Background: an optimization exercise with open tools, aiming at small area and a short achievable clock period. Do not read the settings as production practice. The RTL was checked by simulation tests, not by an equivalence proof against the original design. Power is estimated from default activity; no workload was simulated.

## flow/design.v (module list and top-level ports; edited modules follow where they fit)
// module ram: 46 lines
// module ram_aoi3: 6 lines
// module top: 949 lines
// module rst_gate: 6 lines
module top(rst,clk,acc,rom_addr,rom_data,ram_we,ram_waddr,ram_wdata);
  // ...
==> flow/flow/run.sh <==
#!/bin/bash
# The standard layout, with two changes: timing repair aims past the clock
# period, so that the resizer works on the paths that set the achieved period;
# and the port buffers are plain buffers (sky130_fd_sc_hd__buf_4) that the
# resizer may size, instead of the delay cells buffer_ports picks by itself.
set -euo pipefail
export SETUP_SLACK_MARGIN=12
export TNS_END_PERCENT=100
export BUFFER_PORTS_ARGS="-buffer_cell sky130_fd_sc_hd__buf_4"
bash standard.sh > flow_standard.log 2>&1
==> flow/standard.sh <==
#!/bin/bash
# synth_recipe.tcl (not shown) runs the flow's synth.tcl, then flattens the netlist and writes it again
# the make line also repeats each setting of config.mk as NAME=value (left out here)
make -C /OpenROAD-flow-scripts/flow DESIGN_CONFIG=/design/flow/config.mk WORK_HOME=/design/flow/orfs CLKGATE_MAP_FILE= SYNTH_SCRIPT=/design/flow/synth_recipe.tcl "${@:-finish}"
==> flow/config.mk <==
export PLATFORM = sky130hd
export DESIGN_NAME = top
export DESIGN_NICKNAME = top
export VERILOG_FILES = /design/flow/design.v
export SDC_FILE = /design/flow/constraint.sdc
export NUM_CORES = 4
export LEC_CHECK = 0
export CAP_MARGIN = 45
export CORE_MARGIN = 2
export CORE_UTILIZATION = 45
export CTS_CLUSTER_DIAMETER = 100
export CTS_CLUSTER_SIZE = 22
export PLACE_DENSITY = 0.6
export SLEW_MARGIN = 45
export SYNTH_HIERARCHICAL = 1
==> flow/constraint.sdc <==
create_clock -name core_clock -period 20.0 [get_ports {clk}]
set_input_delay 4.0000 -clock core_clock [delete_from_list [all_inputs] [get_ports {clk}]]
set_output_delay 4.0000 -clock core_clock [all_outputs]
set_load 0.01 [all_outputs]
==> metrics.csv, run 1 <==
metric;value;unit
Rel. slew slack;36.4;%
Seq/Total Area, Yosys;64.0;%
outcome;no timing/DRC/antenna violations;
Internal Pwr Total;0.00725;W
Signal inverters;281;
final std cells w/o fill;11200;
FF+latch count;2342;
leakage power;38.9;nW
Setup crit end;rom_addr[10];
starting density of the core;45.2;%
reg2reg setup slack;11.85;ns
XOR/XNOR share of the synthesized area;2.04;%
Final Util;49.8;%
chip height;486;um
Post-synth EDFFs;2006;
biggest regs;ram.mem (2000), opf (20), source0_r (17);
Setup TNS;0;ns
wire length on met2;167000;um
Resize count post-CTS;186;
first-pass GRT wire length;514000;um
remaining global-route overflow;0;
hold path depth;0;
Warnings, synthesis;57;
Non-clock buffer share;2.94;%
total placed cells including tap cells;10900;
HP Start;ctrl1_r[1]$_DFF_P_;
CP startpoint kind;primary input;
number of H-tree levels;3;
Sw Pwr;0.00275;W
Worst Hold End;ctrl2[1]$_DFFE_PN_;
==> run 2: changes to the inputs <==
--- a/flow/flow/run.sh
+++ b/flow/flow/run.sh
@@ -5,5 +5,5 @@
 # resizer may size, instead of the delay cells buffer_ports picks by itself.
 set -euo pipefail
-export SETUP_SLACK_MARGIN=12
+export SETUP_SLACK_MARGIN=11.5
 export TNS_END_PERCENT=100
 export BUFFER_PORTS_ARGS="-buffer_cell sky130_fd_sc_hd__buf_4"
==> metrics.csv, run 2 <==
metric;value;unit;change
1st-iter DRT viols;13500;;was 13,900
maximum clock rate;118;MHz;was 117 MHz
area share of the leading cell type in the synthesized netlist;57.5;%;unchanged
Post-synth top cells;edfxtp_1 (2,006), nor2_1 (979), a222oi_1 (689);;unchanged
# nets final;8496;;was 8,480
Arr. time, crit path;4.49;ns;was 4.53 ns
Die Footprint;237000;um^2;unchanged
vias in the first global route;70200;;was 71,100
leakage power;39.1;nW;was 38.9 nW
post-synth cell types;117;;unchanged
Biggest register;ram.mem;;unchanged
Core Area;232000;um^2;unchanged
Fin. Hold Viols;0;;unchanged
dpl cell area;109000;um^2;about the same
ys async rst share;0;%;unchanged
Hold WS;0.409;ns;was 0.412 ns
starting density of the core;45.2;%;unchanged
first-pass GRT wire length;514000;um;about the same
Final Util;49.8;%;about the same
CP cell instances;clkbuf_16 -> buf_12 -> nor2b_4 -> buf_4;;was clkbuf_16 -> buf_12 -> nor2b_4 -> buf_6
met3 WL;37300;um;was 36,700 um
Post-Route WL;364000;um;was 363,000 um
Setup TNS;0;ns;unchanged
die outline width;486;um;unchanged
hold_buf cts;0;;unchanged
initial antenna violation count;15;;was 19
residual DRC count;0;;unchanged
final setup margin;11.51;ns;was 11.48 ns
highest routed layer;met5;;unchanged
post-route clock period utilization;42.5;%;was 42.6%
Clock Latency Late Sink;0.85;ns;was 0.86 ns
Pwr Density;87.2;nW/um^2;was 86.7 nW/um^2
Slew Viols, Final;0;;unchanged
Vias;74900;;was 74,600
FP Rows;177;;unchanged
Seq/Total Area, Yosys;64.0;%;unchanged
Synth Register Bits;2342;;unchanged
Routed Antenna Nets;0;;unchanged
Pre-antenna DRT Iters;13;;unchanged
IO buf count;66;;unchanged
worst path required time;16.00;ns;about the same
slowest stage delay, CP;0.15;ns;about the same
Routed WL per cell;32.5;um;was 32.4 um
Reg clk slew, reported paths;0.09;ns;about the same
ys flop type;edfxtp_1;;unchanged
WL met1;141000;um;was 140,000 um
Num CTS Buffers;130;;was 121
share of cells above drive strength 1;12.6;%;was 12.8%
Post-synth EDFFs;2006;;unchanged
post-route cell area;115000;um^2;about the same
Yosys top cell by area;edfxtp_1;;unchanged
Least-Margin Pin Slew;0.946;ns;was 0.954 ns
HPWL Detailed;240000;um;was 239,000 um
crit path time final;8.49;ns;was 8.53 ns
DP Worst Slack;9.41;ns;was 10.20 ns
chip height;486;um;unchanged
remaining global-route overflow;0;;unchanged
CP max FO;5;;was 6
CTS Sinks;2342;;unchanged
commonest non-fill, non-tap cell in the layout;edfxtp_1;;unchanged
Rel. slew slack;36.9;%;was 36.4%
crit end category;output pin;;unchanged
area growth from synthesis to layout;10.3;%;was 10.2%
setup violators final;0;;unchanged
synth top area cells;edfxtp_1 (58%), a222oi_1 (6.6%), dfxtp_1 (6.4%), ha_1 (3.7%), nor2_1 (3.5%);;unchanged
biggest regs;ram.mem (2000), opf (20), source0_r (17);;unchanged
worst vdd ir;0.0800;mV;was 0.0779 mV
CTS Buffer Depth;3;;unchanged
CP startpoint kind;primary input;;unchanged
CP max-delay cell;clkbuf_16;;unchanged
routability cong.;0.968;;was 0.986
Min-Delay Path Class;flip-flop to flip-flop;;unchanged
Global Route Usage Sum;29.8;%;was 29.7%
vias per cell;6.69;;was 6.67
most frequent cells in the layout;edfxtp_1 (2,006), nor2_1 (867), a222oi_1 (689);;was edfxtp_1 (2,006), nor2_1 (848), a222oi_1 (689)
Warnings, synthesis;57;;unchanged
Mapped Cells;8033;;unchanged
most common cell in the netlist;edfxtp_1;;unchanged
wire length on met2;169000;um;was 167,000 um
I/O pins;67;;unchanged
number of H-tree levels;4;;was 3
max_cap viols;0;;unchanged
CTS tree;built;;unchanged
Crit Path Category;primary input to output pin;;unchanged
outcome;no timing/DRC/antenna violations;;unchanged
max reg flops;2000;;unchanged
unrepaired setup endpoints after global routing;yes;;unchanged
CTS Root Cell;clkbuf_16;;unchanged
largest net degree at the start of global routing;161;;was 165
worst clock skew;0.0547;ns;was 0.0652 ns
Avg Inst Size Synth;13.0;um^2;unchanged
synthesized area;105000;um^2;unchanged
==> run 2: area by class of cell <==
class	instances	area [um^2]
inverter	281	1080
fill	20000	116000
timing repair buffer	374	3400
clock inverter	25	390
tap	3043	3810
antenna	6	15.0
clock buffer	149	3350
sequential	2342	67000
multi-input combinational	4976	36400
==> run 2: stage by stage <==
step           total power, W  std cells
2_1_floorplan         0.00651       8098
3_3_place_gp          0.00702      10900
3_5_place_dp          0.00706      10900
4_1_cts               0.00992      11100
5_1_grt                0.0104      11200
6_report               0.0101      11200
==> run 2: report_power, final <==
part,internal (W),switching (W),total (W)
combinational,0.000600,0.00107,0.00167
clock,0.00124,0.00161,0.00285
sequential,0.00547,0.0000865,0.00556
==> run 2: cells by family after synthesis <==
kind of cell / share of synthesized area (%)
simple gates: 10.5
flops: 64.0
fa+ha+maj: 4.76
compound gates: 13.8
other cells: 0.00358
xor+xnor: 2.04
buf+inv: 3.10
mux: 1.89
==> run 2: worst max-delay path, delay by kind of cell <==
| kind | cells | cell delay, ns |
|---|---|---|
| AND/OR/NAND/NOR | 1 | 0.09 |
| buffers and inverters | 3 | 0.40 |
==> run 2: worst paths after layout <==
path	start	cells past startpoint	slack, ns	to
min	ctrl1_r[3]$_DFF_P_	0	0.41	ctrl2[3]$_DFFE_PN_
max	rst	4	11.51	ram_we
min reg2reg	ctrl1_r[3]$_DFF_P_	0	0.41	ctrl2[3]$_DFFE_PN_
max reg2reg	source0_r[14]$_DFF_P_	18	11.55	ram.r_data[1]$_SDFFE_PP0P_
==> run 2: timing repair <==
| action | CTS | global route |
|---|---|---|
| setup buffers | 51 | 62 |
| pin swaps | 19 | 87 |
| endpoints found under the setup margin | 27 | 26 |
| gates cloned | 9 | 3 |
| gates resized for setup | 132 | 153 |
==> run 2: per-layer routing <==
metal	vias up	GRT usage (%)
met3	752	5.02
met4	6	12.6
met5	-	0
li1	31800	-
met1	37700	40.9
met2	4636	47.0
==> run 2: per-module statistics from Yosys (local to each module, per instance), excerpt <==
| module | cells | area [um^2] | flip-flops and latches |
|---|---|---|---|
| top | 4158 | 31800 | 334 |
| ram_aoi3 | 10 | 90.1 | 0 |
| ram | 2997 | 65000 | 2008 |
==> run 3: changes to the inputs <==
--- a/flow/flow/run.sh
+++ b/flow/flow/run.sh
@@ -5,5 +5,5 @@
 # resizer may size, instead of the delay cells buffer_ports picks by itself.
 set -euo pipefail
-export SETUP_SLACK_MARGIN=11.5
+export SETUP_SLACK_MARGIN=13
 export TNS_END_PERCENT=100
 export BUFFER_PORTS_ARGS="-buffer_cell sky130_fd_sc_hd__buf_4"
==> metrics.csv, run 3 <==
metric;value;unit;change
post-synth cell types;117;;unchanged
maximum clock rate;118;MHz;about the same
number of H-tree levels;3;;was 4
FP Rows;177;;unchanged
residual DRC count;0;;unchanged
clock share of power;26.7;%;was 28.3%
vias in the first global route;70800;;was 70,200
Clock Latency Late Sink;0.87;ns;was 0.85 ns
Slew Viols, Final;0;;unchanged
largest net degree at the start of global routing;157;;was 161
Synth Register Bits;2342;;unchanged
Vias;74800;;was 74,900
initial antenna violation count;16;;was 15
Post-Route WL;368000;um;was 364,000 um
CTS Root Cell;clkbuf_16;;unchanged
Core Area;232000;um^2;unchanged
max reg flops;2000;;unchanged
CP max-delay cell;and2b_2;;was clkbuf_16
IO buf count;66;;unchanged
Multi-input gate area;37000;um^2;was 36,400 um^2
CTS Sinks;2342;;unchanged
Global Route Usage Sum;30.1;%;was 29.8%
HPWL Detailed;241000;um;was 240,000 um
Num CTS Buffers;119;;was 130
Reg-to-Reg Start;B[1]$_SDFFE_PP0P_;;was source0_r[14]$_DFF_P_
setup violators final;0;;unchanged
Comb pwr share;17.6;%;was 16.5%
Avg Inst Size Synth;13.0;um^2;unchanged
chip height;486;um;unchanged
Warnings, synthesis;57;;unchanged
synth top area cells;edfxtp_1 (58%), a222oi_1 (6.6%), dfxtp_1 (6.4%), ha_1 (3.7%), nor2_1 (3.5%);;unchanged
crit path time final;8.48;ns;was 8.49 ns
vias per cell;6.66;;was 6.69
CP max FO;6;;was 5
die outline width;486;um;unchanged
Post-synth top cells;edfxtp_1 (2,006), nor2_1 (979), a222oi_1 (689);;unchanged
Rel. slew slack;38.6;%;was 36.9%
Fin. Hold Viols;0;;unchanged
I/O pins;67;;unchanged
final setup margin;11.52;ns;was 11.51 ns
Pwr Total;0.00997;W;was 0.0101 W
leakage power;39.4;nW;was 39.1 nW
remaining global-route overflow;0;;unchanged
most common cell in the netlist;edfxtp_1;;unchanged
crit end category;output pin;;unchanged
area growth from synthesis to layout;11.2;%;was 10.3%
Crit Path Category;primary input to output pin;;unchanged
unrepaired setup endpoints after global routing;yes;;unchanged
dpl cell area;109000;um^2;about the same
post-route clock period utilization;42.4;%;was 42.5%
CP startpoint kind;primary input;;unchanged
max_cap viols;0;;unchanged
Routed Antenna Nets;0;;unchanged
sw frac;27.5;%;was 27.4%
fill count;19900;;was 20,000
DP Worst Slack;10.42;ns;was 9.41 ns
sequential cell fraction of total power;55.7;%;was 55.2%
Mapped Cells;8033;;unchanged
first-pass GRT wire length;518000;um;was 514,000 um
starting density of the core;45.2;%;unchanged
CTS Buffer Depth;3;;unchanged
area share of the leading cell type in the synthesized netlist;57.5;%;unchanged
slowest stage delay, CP;0.23;ns;was 0.15 ns
ys flop type;edfxtp_1;;unchanged
Routed WL per cell;32.7;um;was 32.5 um
routability cong.;0.958;;was 0.968
Setup TNS;0;ns;unchanged
# nets final;8553;;was 8,496
Pwr Density;85.7;nW/um^2;was 87.2 nW/um^2
post-route cell area;116000;um^2;was 115,000 um^2
hold path depth;0;;unchanged
reg2reg setup slack;11.67;ns;was 11.55 ns
worst path required time;16.00;ns;about the same
Least-Margin Pin Slew;0.921;ns;was 0.946 ns
commonest non-fill, non-tap cell in the layout;edfxtp_1;;unchanged
synthesized area;105000;um^2;unchanged
HP Start;ctrl1_r[1]$_DFF_P_;;was ctrl1_r[3]$_DFF_P_
Seq/Total Area, Yosys;64.0;%;unchanged
ys async rst share;0;%;unchanged
Die Footprint;237000;um^2;unchanged
Post-synth EDFFs;2006;;unchanged
Reg clk slew, reported paths;0.09;ns;about the same
final std cells w/o fill;11200;;about the same
biggest regs;ram.mem (2000), opf (20), source0_r (17);;unchanged
most frequent cells in the layout;edfxtp_1 (2,006), nor2_1 (856), a222oi_1 (689);;was edfxtp_1 (2,006), nor2_1 (867), a222oi_1 (689)
Arr. time, crit path;4.48;ns;was 4.49 ns
CTS tree;built;;unchanged
share of cells above drive strength 1;13.9;%;was 12.6%
Yosys top cell by area;edfxtp_1;;unchanged
1st-iter DRT viols;13300;;was 13,500
worst clock skew;0.0799;ns;was 0.0547 ns
hold_buf cts;0;;unchanged
worst vdd ir;0.0885;mV;was 0.0800 mV
Min-Delay Path Class;flip-flop to flip-flop;;unchanged
total placed cells including tap cells;10900;;about the same
Internal Pwr Total;0.00723;W;was 0.00730 W
R2R Path End;B[6]$_SDFFE_PP0P_;;was ram.r_data[1]$_SDFFE_PP0P_
Sw Pwr;0.00275;W;was 0.00276 W
Pre-antenna DRT Iters;13;;unchanged
flip-flop and latch area;67000;um^2;about the same
CP cell instances;clkbuf_16 -> and2b_2 -> buf_6;;was clkbuf_16 -> buf_12 -> nor2b_4 -> buf_4
Reg2Reg Depth;40;;was 18
Biggest register;ram.mem;;unchanged
outcome;no timing/DRC/antenna violations;;unchanged
Worst Hold End;ctrl2[1]$_DFFE_PN_;;was ctrl2[3]$_DFFE_PN_
[run 3: metal layers]
| layer | global-route usage (%) | share of wire [%] |
|---|---|---|
| met5 | 0 | 0.016 |
| met4 | 12.0 | 4.7 |
| met3 | 5.66 | 10 |
| met2 | 47.4 | 46 |
| met1 | 41.2 | 39 |
[run 3: area by class of cell]
class,instances,share of cell area [%]
Multi-Input combinational cell,4976,31.8
Inverter,281,0.933
Sequential cell,2342,57.6
Clock buffer,147,2.65
Timing Repair Buffer,442,3.57
Clock inverter,14,0.227
Tap cell,3043,3.27
Antenna cell,1,0.00215
[run 3: per-stage QoR]
stage / utilization [%] / hold WS, ns
floorplan: - / 0.346
global placement: 46.9 / 0.389
finish: 50.2 / 0.400
CTS: 49.5 / 0.402
global route: 50.2 / 0.410
detailed placement: 47.1 / 0.391
[run 3: Yosys stat by module, one instance, submodules excluded, a selection]
module    cells inside  flops+latches  area (um^2)  times used
ram_aoi3            10              0         90.1          86
top               4158            334        31800           1
ram               2997           2008        65000           1
[run 3: logic make-up after synthesis]
logic type      share of synthesized area (%)
mux                                      1.89
buf+inv                                  3.10
fa+ha+maj                                4.76
compound gates                           13.8
flops                                    64.0
xor+xnor                                 2.04
other cells                           0.00358
simple gates                             10.5
[run 3: how the worst max path moves through the flow]
stage,to,startpoint
after CTS,rom_addr[3],rst
after floorplan,rom_addr[10],rst
final,rom_addr[3],rst
after detailed placement,B[6]$_SDFFE_PP0P_,B[5]$_SDFFE_PP0P_
after global placement,B[5]$_SDFFE_PP0P_,B[7]$_SDFFE_PP0P_
after global routing,B[4]$_SDFFE_PP0P_,B[1]$_SDFFE_PP0P_
[run 3: repair_timing]
| item | 4_1_cts | 5_1_grt |
|---|---|---|
| pin swaps | 75 | 88 |
| hold endpoints to repair | 0 | 0 |
| buffers inserted | 106 | 56 |
| resized for setup | 255 | 150 |
| setup endpoints to repair | 249 | 143 |
| gates cloned | 11 | 1 |
[run 3: critical path, delay by kind of cell]
kind / cells / cell delay [ns]
and+or+nand+nor: 1 / 0.23
buffers and inverters: 2 / 0.24
[run 3: power by group through the flow]
stage	Sequential (W)	Combinational (W)	Clock, W
after global placement	0.00567	0.00140	0
final	0.00556	0.00175	0.00266
after detailed placement	0.00567	0.00143	0
after CTS	0.00556	0.00159	0.00269
after floorplan	0.00563	0.000933	0
after global routing	0.00557	0.00186	0.00285
==> run 4: changes to the inputs <==
--- a/flow/flow/run.sh
+++ b/flow/flow/run.sh
@@ -5,5 +5,5 @@
 # resizer may size, instead of the delay cells buffer_ports picks by itself.
 set -euo pipefail
-export SETUP_SLACK_MARGIN=13
+export SETUP_SLACK_MARGIN=12
 export TNS_END_PERCENT=100
 export BUFFER_PORTS_ARGS="-buffer_cell sky130_fd_sc_hd__buf_4"
--- a/flow/config.mk
+++ b/flow/config.mk
@@ -8,8 +8,8 @@
 export CAP_MARGIN = 45
 export CORE_MARGIN = 2
-export CORE_UTILIZATION = 45
+export CORE_UTILIZATION = 60
 export CTS_CLUSTER_DIAMETER = 100
 export CTS_CLUSTER_SIZE = 22
-export PLACE_DENSITY = 0.6
+export PLACE_DENSITY = 0.7
 export SLEW_MARGIN = 45
 export SYNTH_HIERARCHICAL = 1
==> metrics.csv, run 4 <==
metric;value;unit;change
outcome;no timing/DRC/antenna violations;;unchanged
Fin. Hold Viols;0;;unchanged
Post-Route WL;353000;um;was 368,000 um
worst clock skew;0.0729;ns;was 0.0799 ns
Final Util;66.1;%;was 50.2%
synth top area cells;edfxtp_1 (58%), a222oi_1 (6.6%), dfxtp_1 (6.4%), ha_1 (3.7%), nor2_1 (3.5%);;unchanged
worst path required time;20.69;ns;was 16.00 ns
Reg clk slew, reported paths;0.09;ns;about the same
FP Rows;153;;was 177
DP Worst Slack;10.10;ns;was 10.42 ns
most frequent cells in the layout;edfxtp_1 (2,006), nor2_1 (909), a222oi_1 (689);;was edfxtp_1 (2,006), nor2_1 (856), a222oi_1 (689)
Worst Setup SP;B[1]$_SDFFE_PP0P_;;was rst
crit path time final;8.48;ns;about the same
1st-iter DRT viols;15200;;was 13,300
Post-synth top cells;edfxtp_1 (2,006), nor2_1 (979), a222oi_1 (689);;unchanged
die outline width;422;um;was 486 um
routability cong.;1.01;;was 0.958
post-synth cell types;117;;unchanged
Hold WS;0.412;ns;was 0.400 ns
Routed Antenna Nets;0;;unchanged
HP Start;ctrl1_r[1]$_DFF_P_;;unchanged
number of H-tree levels;3;;unchanged
CTS tree;built;;unchanged
HPWL Detailed;229000;um;was 241,000 um
Min-Delay Path Class;flip-flop to flip-flop;;unchanged
Mapped Cells;8033;;unchanged
crit end category;flip-flop;;was output pin
CP max-delay cell;a2111oi_4;;was and2b_2
most used cell, CP;fa_2;;
biggest regs;ram.mem (2000), opf (20), source0_r (17);;unchanged
worst vdd ir;0.0998;mV;was 0.0885 mV
flip-flop and latch area;67000;um^2;about the same
Yosys top cell by area;edfxtp_1;;unchanged
maximum clock rate;118;MHz;about the same
CTS Root Cell;clkbuf_16;;unchanged
Multi-input gate area;36400;um^2;was 37,000 um^2
Core Area;174000;um^2;was 232,000 um^2
setup violators final;0;;unchanged
Synth Register Bits;2342;;unchanged
Slew Viols, Final;0;;unchanged
starting density of the core;60.3;%;was 45.2%
Routed WL per cell;33.6;um;was 32.7 um
max_cap viols;0;;unchanged
chip height;422;um;was 486 um
share of cells above drive strength 1;12.6;%;was 13.9%
remaining global-route overflow;0;;unchanged
IO buf count;66;;unchanged
Num CTS Buffers;119;;unchanged
vias per cell;7.27;;was 6.66
vias in the first global route;70900;;was 70,800
CP max FO;5;;was 6
CP startpoint kind;flip-flop;;was primary input
area growth from synthesis to layout;9.63;%;was 11.2%
Biggest register;ram.mem;;unchanged
Setup TNS;0;ns;unchanged
post-route clock period utilization;42.4;%;about the same
Arr. time, crit path;9.17;ns;was 4.48 ns
Vias;76400;;was 74,800
most common cell in the netlist;edfxtp_1;;unchanged
Least-Margin Pin Slew;1.03;ns;was 0.921 ns
# nets final;8546;;was 8,553
first-pass GRT wire length;497000;um;was 518,000 um
max reg flops;2000;;unchanged
unrepaired setup endpoints after global routing;yes;;unchanged
Rel. slew slack;31.5;%;was 38.6%
initial antenna violation count;17;;was 16
Pwr Density;86.0;nW/um^2;was 85.7 nW/um^2
Pre-antenna DRT Iters;13;;unchanged
CTS Sinks;2342;;unchanged
CTS Buffer Depth;3;;unchanged
Reg-to-Reg Start;B[1]$_SDFFE_PP0P_;;unchanged
Clock Latency Late Sink;0.83;ns;was 0.87 ns
Warnings, synthesis;57;;unchanged
fill count;12700;;was 19,900
area share of the leading cell type in the synthesized netlist;57.5;%;unchanged
slowest stage delay, CP;0.43;ns;was 0.23 ns
ys flop type;edfxtp_1;;unchanged
leakage power;39.2;nW;was 39.4 nW
Post-synth EDFFs;2006;;unchanged
residual DRC count;0;;unchanged
synthesized area;105000;um^2;unchanged
largest net degree at the start of global routing;156;;was 157
final setup margin;11.52;ns;about the same
Crit Path Category;flip-flop to flip-flop;;was primary input to output pin
Seq/Total Area, Yosys;64.0;%;unchanged
ys async rst share;0;%;unchanged
I/O pins;67;;unchanged
hold_buf cts;0;;unchanged
Avg Inst Size Synth;13.0;um^2;unchanged
Die Footprint;178000;um^2;was 237,000 um^2
commonest non-fill, non-tap cell in the layout;edfxtp_1;;unchanged
Global Route Usage Sum;38.3;%;was 30.1%
==> run 4: cell counts after synthesis <==
No cell type changed its count.
==> run 4: cell type report <==
class / count / share of cell area, %
antenna: 5 / 0.0109
clock buffer: 137 / 2.66
clock inverter: 12 / 0.178
inverter: 281 / 0.951
multi-input combinational: 4976 / 31.7
sequential: 2342 / 58.4
tap: 2325 / 2.53
timing repair buffer: 435 / 3.56
==> run 4: metrics by stage <==
stage	cells	area [um^2]	total power, W
3_3_place_gp	10100	108000	0.00701
3_5_place_dp	10200	108000	0.00705
4_1_cts	10400	113000	0.00974
6_report	10500	115000	0.00987
5_1_grt	10500	115000	0.0101
2_1_floorplan	8098	105000	0.00653
==> run 4: per-module statistics from Yosys (local to each module, per instance), a selection <==
module	flops+latches	cells inside	cell area [um^2]	times used
ram	2008	2997	65000	1
ram_aoi3	0	10	90.1	86
top	334	4158	31800	1
==> run 4: routing by layer <==
layer | up-vias | GRT usage [%] | share of wire [%]
li1 | 31900 | - | -
met1 | 37400 | 51.1 | 35
met4 | 10 | 22.2 | 7.1
met3 | 1228 | 7.77 | 12
met2 | 5857 | 58.6 | 45
met5 | - | 0 | 0.022
==> run 4: worst paths after layout <==
path / end / slack (ns) / depth (start not counted)
hold reg to reg: ctrl2[1]$_DFFE_PN_ / 0.41 / 0
hold / removal: ctrl2[1]$_DFFE_PN_ / 0.41 / 0
setup reg to reg: B[6]$_SDFFE_PP0P_ / 11.52 / 39
setup / recovery: B[6]$_SDFFE_PP0P_ / 11.52 / 39
==> run 4: cells by family after synthesis <==
kind of cell,Yosys count,synth area share [%]
flops,2342,64.0
fa+ha+maj,365,4.76
simple gates,2309,10.5
other cells,1,0.00358
buf+inv,780,3.10
mux,158,1.89
compound gates,1834,13.8
xor+xnor,244,2.04
==> run 4: critical path: cells and delay by family (launching register included) <==
| kind | cells | cell delay [ns] |
|---|---|---|
| adders and majority gates | 5 | 1.74 |
| DFF | 1 | 0.36 |
| buffers and inverters | 5 | 0.63 |
| muxes | 3 | 1.07 |
| AOI/OAI and AO/OA | 20 | 3.60 |
| and+or+nand+nor | 6 | 0.97 |
==> run 4: timing repair <==
action	in CTS	in global routing
pin swaps	42	75
hold endpoints to repair	0	0
gates cloned	7	7
resized for setup	166	163
buffers inserted	131	52
setup endpoints to repair	27	31
==> run 4: power breakdown <==
part | leakage [nW] | internal (W) | switching, W
registers | 21.7 | 0.00547 | 0.0000870
logic | 16.0 | 0.000627 | 0.00109
clock network | 1.58 | 0.00109 | 0.00151
total | 39.2 | 0.00719 | 0.00268
==> run 5: changes to the inputs <==
--- a/flow/flow/run.sh
+++ b/flow/flow/run.sh
@@ -5,5 +5,5 @@
 # resizer may size, instead of the delay cells buffer_ports picks by itself.
 set -euo pipefail
-export SETUP_SLACK_MARGIN=12
+export SETUP_SLACK_MARGIN=11.5
 export TNS_END_PERCENT=100
 export BUFFER_PORTS_ARGS="-buffer_cell sky130_fd_sc_hd__buf_4"
==> metrics.csv, run 5 <==
metric;value;unit;change
outcome;no timing/DRC/antenna violations;;unchanged
synth top area cells;edfxtp_1 (58%), a222oi_1 (6.6%), dfxtp_1 (6.4%), ha_1 (3.7%), nor2_1 (3.5%);;unchanged
Biggest register;ram.mem;;unchanged
Setup crit end;rom_addr[1];;was B[6]$_SDFFE_PP0P_
remaining global-route overflow;0;;unchanged
Vias;75700;;was 76,400
Routed WL per cell;33.5;um;was 33.6 um
clock share of power;27.2;%;was 26.3%
largest net degree at the start of global routing;179;;was 156
Crit Path Category;primary input to output pin;;was flip-flop to flip-flop
Pwr Density;85.9;nW/um^2;was 86.0 nW/um^2
unrepaired setup endpoints after global routing;yes;;unchanged
worst vdd ir;0.0957;mV;was 0.0998 mV
Clock Latency Late Sink;0.84;ns;was 0.83 ns
Comb pwr share;15.8;%;was 17.4%
worst path required time;16.00;ns;was 20.69 ns
Post-Route WL;350000;um;was 353,000 um
number of H-tree levels;3;;unchanged
share of cells above drive strength 1;11.2;%;was 12.6%
Reg clk slew, reported paths;0.09;ns;about the same
Internal Pwr Total;0.00712;W;was 0.00719 W
residual DRC count;0;;unchanged
vias in the first global route;71000;;was 70,900
CTS tree;built;;unchanged
crit path time final;8.49;ns;was 8.48 ns
Synth Register Bits;2342;;unchanged
Arr. time, crit path;4.49;ns;was 9.17 ns
CTS Buffer Depth;3;;unchanged
CTS Sinks;2342;;unchanged
crit end category;output pin;;was flip-flop
post-route cell area;114000;um^2;was 115,000 um^2
sequential cell fraction of total power;57.0;%;was 56.3%
chip height;422;um;unchanged
Final Util;65.4;%;was 66.1%
die outline width;422;um;unchanged
CP startpoint kind;primary input;;was flip-flop
routability cong.;0.979;;was 1.01
Reg2Reg Depth;38;;was 39
Rel. slew slack;42.0;%;was 31.5%
first-pass GRT wire length;497000;um;about the same
CP max FO;6;;was 5
Setup TNS;0;ns;unchanged
worst clock skew;0.0752;ns;was 0.0729 ns
Fin. Hold Viols;0;;unchanged
area share of the leading cell type in the synthesized netlist;57.5;%;unchanged
Routed Antenna Nets;0;;unchanged
max_cap viols;0;;unchanged
ys async rst share;0;%;unchanged
area growth from synthesis to layout;8.50;%;was 9.63%
Num CTS Buffers;119;;unchanged
post-synth cell types;117;;unchanged
Seq/Total Area, Yosys;64.0;%;unchanged
biggest regs;ram.mem (2000), opf (20), source0_r (17);;unchanged
reg2reg setup slack;11.82;ns;was 11.52 ns
vias per cell;7.25;;was 7.27
initial antenna violation count;12;;was 17
HPWL Detailed;229000;um;about the same
Reg-to-Reg Start;B[0]$_SDFFE_PP0P_;;was B[1]$_SDFFE_PP0P_
sw frac;27.1;%;was 27.2%
IO buf count;66;;unchanged
R2R Path End;B[3]$_SDFFE_PP0P_;;was B[6]$_SDFFE_PP0P_
Yosys top cell by area;edfxtp_1;;unchanged
dpl cell area;108000;um^2;about the same
Mapped Cells;8033;;unchanged
Core Area;174000;um^2;unchanged
Die Footprint;178000;um^2;unchanged
Post-synth EDFFs;2006;;unchanged
synthesized area;105000;um^2;unchanged
leakage power;38.7;nW;was 39.2 nW
commonest non-fill, non-tap cell in the layout;edfxtp_1;;unchanged
ys flop type;edfxtp_1;;unchanged
FP Rows;153;;unchanged
most common cell in the netlist;edfxtp_1;;unchanged
Min-Delay Path Class;flip-flop to flip-flop;;unchanged
Least-Margin Pin Slew;0.862;ns;was 1.03 ns
Worst Setup SP;rst;;was B[1]$_SDFFE_PP0P_
maximum clock rate;118;MHz;about the same
Avg Inst Size Synth;13.0;um^2;unchanged
setup violators final;0;;unchanged
starting density of the core;60.3;%;unchanged
Sw Pwr;0.00264;W;was 0.00268 W
Pre-antenna DRT Iters;13;;unchanged
CTS Root Cell;clkbuf_16;;unchanged
1st-iter DRT viols;14200;;was 15,200
# nets final;8453;;was 8,546
Slew Viols, Final;0;;unchanged
Post-synth top cells;edfxtp_1 (2,006), nor2_1 (979), a222oi_1 (689);;unchanged
Warnings, synthesis;57;;unchanged
most frequent cells in the layout;edfxtp_1 (2,006), nor2_1 (906), a222oi_1 (689);;was edfxtp_1 (2,006), nor2_1 (909), a222oi_1 (689)
Global Route Usage Sum;38.2;%;was 38.3%
max reg flops;2000;;unchanged
post-route clock period utilization;42.4;%;about the same
I/O pins;67;;unchanged
-- run 5: cell counts after synthesis --
Identical to the previous run, type by type.
-- run 5: cells by family (layout without fill, tap and decap cells) --
kind of cell	Yosys count	in the layout	synth area share (%)
buffers and inverters	780	790	3.10
XOR/XNOR	244	244	2.04
multiplexers	158	158	1.89
flip-flops	2342	2342	64.0
adder cells (fa/ha/maj)	365	365	4.76
other	1	76	0.00358
AND/OR/NAND/NOR	2309	2309	10.5
AO/OA/AOI/OAI	1834	1834	13.8
-- run 5: per-module statistics from Yosys (local to each module, per instance), a selection --
module    cell area [um^2]  flip-flops and latches  cells inside
top                  31800                     334          4158
ram                  65000                    2008          2997
ram_aoi3              90.1                       0            10
-- run 5: critical path: stages --
cell	delay, ns
clkbuf_16	0.12
and2b_2	0.22
buf_4	0.14
-- run 5: area by class of cell --
type	instances	area [um^2]
Multi-Input combinational cell	4976	36100
Timing Repair Buffer	342	3080
Fill cell	12800	60000
Inverter	281	1080
Tap cell	2325	2910
Clock buffer	155	3170
Sequential cell	2342	67000
Clock inverter	12	226
Antenna cell	10	25.0
-- run 5: how the worst min path moves through the flow --
stage	end	slack [ns]	startpoint	cells after the start
floorplan	ctrl3[0]$_DFF_P_	0.35	ctrl2[0]$_DFFE_PN_	0
global placement	ctrl2[3]$_DFFE_PN_	0.39	ctrl1_r[3]$_DFF_P_	0
detailed placement	ctrl2[3]$_DFFE_PN_	0.39	ctrl1_r[3]$_DFF_P_	0
CTS	ctrl2[4]$_DFFE_PN_	0.41	ctrl1_r[4]$_DFF_P_	0
global route	ctrl2[4]$_DFFE_PN_	0.42	ctrl1_r[4]$_DFF_P_	0
finish	ctrl2[2]$_DFFE_PN_	0.41	ctrl1_r[2]$_DFF_P_	0
-- run 5: power groups by stage --
stage          clock network (W)  registers [W]  logic, W
6_report                 0.00265        0.00556   0.00155
5_1_grt                  0.00281        0.00557   0.00164
4_1_cts                  0.00265        0.00556   0.00143
3_5_place_dp                   0        0.00567   0.00137
3_3_place_gp                   0        0.00567   0.00134
2_1_floorplan                  0        0.00563  0.000881
-- run 5: metal layers --
| metal | vias up | routed length, um | track usage [%] |
|---|---|---|---|
| li1 | 31800 | - | - |
| met1 | 37300 | 127000 | 51.7 |
| met2 | 5626 | 159000 | 58.5 |
| met3 | 1075 | 41600 | 7.72 |
| met4 | 10 | 22000 | 20.5 |
| met5 | - | 70 | 0 |
-- run 5: repair_timing --
item	4_1_cts	5_1_grt
setup buffers	51	33
endpoints found under the setup margin	27	26
resized for setup	125	116
gates cloned	7	5
pin swaps	23	46
hold buffers	0	0
-- run 5: per-stage QoR --
stage / setup WS, ns / total power, W / std cells / hold slack (ns)
4_1_cts: 11.48 / 0.00964 / 10400 / 0.411
5_1_grt: 11.46 / 0.0100 / 10400 / 0.415
6_report: 11.51 / 0.00976 / 10400 / 0.409
3_3_place_gp: 9.86 / 0.00701 / 10100 / 0.390
2_1_floorplan: 11.51 / 0.00651 / 8098 / 0.346
3_5_place_dp: 9.74 / 0.00704 / 10200 / 0.389
==> run 6: changes to the inputs <==
--- a/flow/flow/run.sh
+++ b/flow/flow/run.sh
@@ -5,5 +5,5 @@
 # resizer may size, instead of the delay cells buffer_ports picks by itself.
 set -euo pipefail
-export SETUP_SLACK_MARGIN=11.5
+export SETUP_SLACK_MARGIN=12
 export TNS_END_PERCENT=100
 export BUFFER_PORTS_ARGS="-buffer_cell sky130_fd_sc_hd__buf_4"
--- a/flow/config.mk
+++ b/flow/config.mk
@@ -8,8 +8,8 @@
 export CAP_MARGIN = 45
 export CORE_MARGIN = 2
-export CORE_UTILIZATION = 60
+export CORE_UTILIZATION = 70
 export CTS_CLUSTER_DIAMETER = 100
 export CTS_CLUSTER_SIZE = 22
-export PLACE_DENSITY = 0.7
+export PLACE_DENSITY = 0.8
 export SLEW_MARGIN = 45
 export SYNTH_HIERARCHICAL = 1
==> metrics.csv, run 6 <==
metric;value;unit;change
die outline width;391;um;was 422 um
outcome;no timing/DRC/antenna violations;;unchanged
max_cap viols;0;;unchanged
most common cell in the netlist;edfxtp_1;;unchanged
hold path depth;0;;unchanged
most frequent cells in the layout;edfxtp_1 (2,006), nor2_1 (915), a222oi_1 (689);;was edfxtp_1 (2,006), nor2_1 (906), a222oi_1 (689)
unrepaired setup endpoints after global routing;yes;;unchanged
R2R Path End;B[6]$_SDFFE_PP0P_;;was B[3]$_SDFFE_PP0P_
crit end category;output pin;;unchanged
Post-synth EDFFs;2006;;unchanged
Vias;77900;;was 75,700
commonest non-fill, non-tap cell in the layout;edfxtp_1;;unchanged
Num CTS Buffers;119;;unchanged
CTS Sinks;2342;;unchanged
multiplexer share of the synthesized area;1.89;%;unchanged
Rel. slew slack;35.9;%;was 42.0%
Slew Viols, Final;0;;unchanged
worst path required time;16.00;ns;about the same
Post-Route WL;346000;um;was 350,000 um
Fin. Hold Viols;0;;unchanged
Setup TNS;0;ns;unchanged
Clock Latency Late Sink;0.86;ns;was 0.84 ns
Compound-Gate Fraction of Synth Area;13.8;%;unchanged
synthesized area;105000;um^2;unchanged
HP Start;ctrl1_r[4]$_DFF_P_;;was ctrl1_r[2]$_DFF_P_
FP Rows;141;;was 153
leakage power;39.1;nW;was 38.7 nW
synth top area cells;edfxtp_1 (58%), a222oi_1 (6.6%), dfxtp_1 (6.4%), ha_1 (3.7%), nor2_1 (3.5%);;unchanged
Pwr Density;87.9;nW/um^2;was 85.9 nW/um^2
IO buf count;66;;unchanged
CP cell instances;clkbuf_16 -> and2b_2 -> buf_6;;was clkbuf_16 -> and2b_2 -> buf_4
Mapped Cells;8033;;unchanged
ys flop type;edfxtp_1;;unchanged
Reg-to-Reg Start;B[1]$_SDFFE_PP0P_;;was B[0]$_SDFFE_PP0P_
total placed cells including tap cells;9739;;was 10,200
biggest regs;ram.mem (2000), opf (20), source0_r (17);;unchanged
post-synthesis adder-cell area fraction;4.76;%;unchanged
Routed Antenna Nets;0;;unchanged
area share of the leading cell type in the synthesized netlist;57.5;%;unchanged
CP startpoint kind;primary input;;unchanged
Least-Margin Pin Slew;0.953;ns;was 0.862 ns
CP max-delay cell;and2b_2;;unchanged
chip height;391;um;was 422 um
I/O pins;67;;unchanged
first-pass GRT wire length;491000;um;was 497,000 um
Pre-antenna DRT Iters;14;;was 13
CP max FO;6;;unchanged
area growth from synthesis to layout;8.84;%;was 8.50%
initial antenna violation count;11;;was 12
starting density of the core;70.6;%;was 60.3%
Seq/Total Area, Yosys;64.0;%;unchanged
Routed WL per cell;34.2;um;was 33.5 um
Die Footprint;153000;um^2;was 178,000 um^2
Crit Path Category;primary input to output pin;;unchanged
Yosys top cell by area;edfxtp_1;;unchanged
HPWL Detailed;225000;um;was 229,000 um
Worst Hold End;ctrl2[4]$_DFFE_PN_;;was ctrl2[2]$_DFFE_PN_
worst vdd ir;0.104;mV;was 0.0957 mV
worst clock skew;0.0820;ns;was 0.0752 ns
slowest stage delay, CP;0.23;ns;was 0.22 ns
max reg flops;2000;;unchanged
final setup margin;11.52;ns;was 11.51 ns
routability cong.;1.02;;was 0.979
Global Route Usage Sum;44.4;%;was 38.2%
final std cells w/o fill;10100;;was 10,400
residual DRC count;0;;unchanged
post-route clock period utilization;42.4;%;about the same
Min-Delay Path Class;flip-flop to flip-flop;;unchanged
vias per cell;7.71;;was 7.25
setup violators final;0;;unchanged
XOR/XNOR share of the synthesized area;2.04;%;unchanged
Arr. time, crit path;4.48;ns;was 4.49 ns
Reg2Reg Depth;41;;was 38
Post-synth top cells;edfxtp_1 (2,006), nor2_1 (979), a222oi_1 (689);;unchanged
vias in the first global route;72100;;was 71,000
Post-Synth Simple-Gate Area;10.5;%;unchanged
# nets final;8504;;was 8,453
CTS tree;built;;unchanged
largest family of logic cells by synthesized area;compound AO/OA/AOI/OAI gates;;unchanged
share of cells above drive strength 1;12.3;%;was 11.2%
number of H-tree levels;3;;unchanged
Avg Inst Size Synth;13.0;um^2;unchanged
Synth Register Bits;2342;;unchanged
Biggest register;ram.mem;;unchanged
1st-iter DRT viols;17000;;was 14,200
Core Area;148000;um^2;was 174,000 um^2
reg2reg setup slack;11.75;ns;was 11.82 ns
post-synth cell types;117;;unchanged
CTS Root Cell;clkbuf_16;;unchanged
Reg clk slew, reported paths;0.09;ns;about the same
hold_buf cts;0;;unchanged
crit path time final;8.48;ns;was 8.49 ns
ys async rst share;0;%;unchanged
remaining global-route overflow;0;;unchanged
CTS Buffer Depth;3;;unchanged
maximum clock rate;118;MHz;about the same
Warnings, synthesis;57;;unchanged
DP Worst Slack;10.12;ns;was 9.74 ns
largest net degree at the start of global routing;140;;was 179
Pwr Total;0.0100;W;was 0.00976 W
[run 6: area by class of cell]
type	instances	area (um^2)
inverter	281	1100
fill	8984	34200
tap	1930	2410
clock buffer	149	3090
timing repair buffer	393	3540
sequential	2342	67000
clock inverter	16	323
antenna	13	32.5
multi-input combinational	4976	36400
[run 6: power by group]
part | internal (W) | switching (W) | total [W]
registers | 0.00547 | 0.0000864 | 0.00555
clock network | 0.00113 | 0.00152 | 0.00264
logic | 0.000684 | 0.00113 | 0.00181
total | 0.00728 | 0.00273 | 0.0100
[run 6: critical path: cells and delay by family]
kind,cells,cell delay [ns]
buf+inv,2,0.25
simple gates,1,0.23
[run 6: cell families (layout without fill, tap and decap cells)]
group,count (synthesis),in the layout
DFF,2342,2342
and+or+nand+nor,2309,2309
AOI/OAI and AO/OA,1834,1834
buffers and inverters,780,839
adders and majority gates,365,365
xor gates and xnor gates,244,244
muxes,158,158
other,1,79
[run 6: metal layers]
layer  routed length (um)  vias up  track usage, %
met4                26700       24            26.6
li1                     -    31900               -
met5                  231        -               0
met1               115000    37300            58.7
met2               150000     7228            66.0
met3                53100     1494            12.7
[run 6: through the flow]
stage | utilization (%) | cell area (um^2) | hold WS, ns
after floorplan | - | 105000 | 0.346
after global placement | 72.1 | 107000 | 0.391
after detailed placement | 72.4 | 107000 | 0.390
after CTS | 76.0 | 113000 | 0.411
after global routing | 76.9 | 114000 | 0.417
final | 76.9 | 114000 | 0.411
[run 6: modules after synthesis (local to each module, per instance), a selection]
module	copies in the design	cells	cell area, um^2	flops+latches
ram	1	2997	65000	2008
top	1	4158	31800	334
ram_aoi3	86	10	90.1	0
[run 6: timing repair]
action                     in CTS  in global routing
hold endpoints to repair        0                  0
cloned                          8                  2
setup endpoints to repair      27                 30
setup buffers                 116                 45
gates resized for setup       185                127
pin swaps                      45                 75
[run 6: how the worst max path moves through the flow]
stage	depth (start not counted)	end	from	slack, ns
4_1_cts	3	rom_addr[1]	rst	11.52
3_3_place_gp	33	B[3]$_SDFFE_PP0P_	B[3]$_SDFFE_PP0P_	9.94
5_1_grt	19	rom_addr[15]	PC[1]$_DFF_P_	11.39
3_5_place_dp	40	B[3]$_SDFFE_PP0P_	B[3]$_SDFFE_PP0P_	10.12
6_report	3	rom_addr[1]	rst	11.52
2_1_floorplan	2	rom_addr[10]	rst	11.73

==> what the ideal ports hide <==
The flow's constraints put no driver on any port. The routed layouts listed below were extracted and timed again, unchanged, in two steps.
Step 1 assumes that a clkbuf_16 drives the clock port and a buf_2 every other input.
Step 2, shift: input delay + t, output delay - t, t = (earliest + latest rising clock arrival at the registers) / 2. This alone moves slack from input paths to output paths.
Three values: ideal, step 1, step 2; two values: the first two.
run | t, ns | setup slack, ns | worst setup path at the end | clock arrival spread, ns | slew at the worst register clock pin (ns)
run 1 | 0.908 | 11.475 / 11.241 / 11.236 | input to register | 0.080 / 0.079 | 0.10 / 0.10
run 2 | 0.924 | 11.510 / 11.213 / 11.213 | input to output | 0.061 / 0.061 | 0.10 / 0.10
run 3 | 0.925 | 11.525 / 11.122 / 11.122 | input to output | 0.084 / 0.084 | 0.10 / 0.10
run 4 | 0.890 | 11.516 / 11.164 / 11.164 | input to output | 0.075 / 0.076 | 0.10 / 0.10
run 5 | 0.886 | 11.514 / 11.239 / 11.239 | input to output | 0.086 / 0.086 | 0.11 / 0.11
run 6 | 0.910 | 11.516 / 11.167 / 11.167 | input to output | 0.087 / 0.087 | 0.10 / 0.10
After both steps setup and hold are still met in every run listed. For run 3, which loses most, drivers alone change the setup slack by -0.403 ns; drivers and shift together by -0.403 ns.
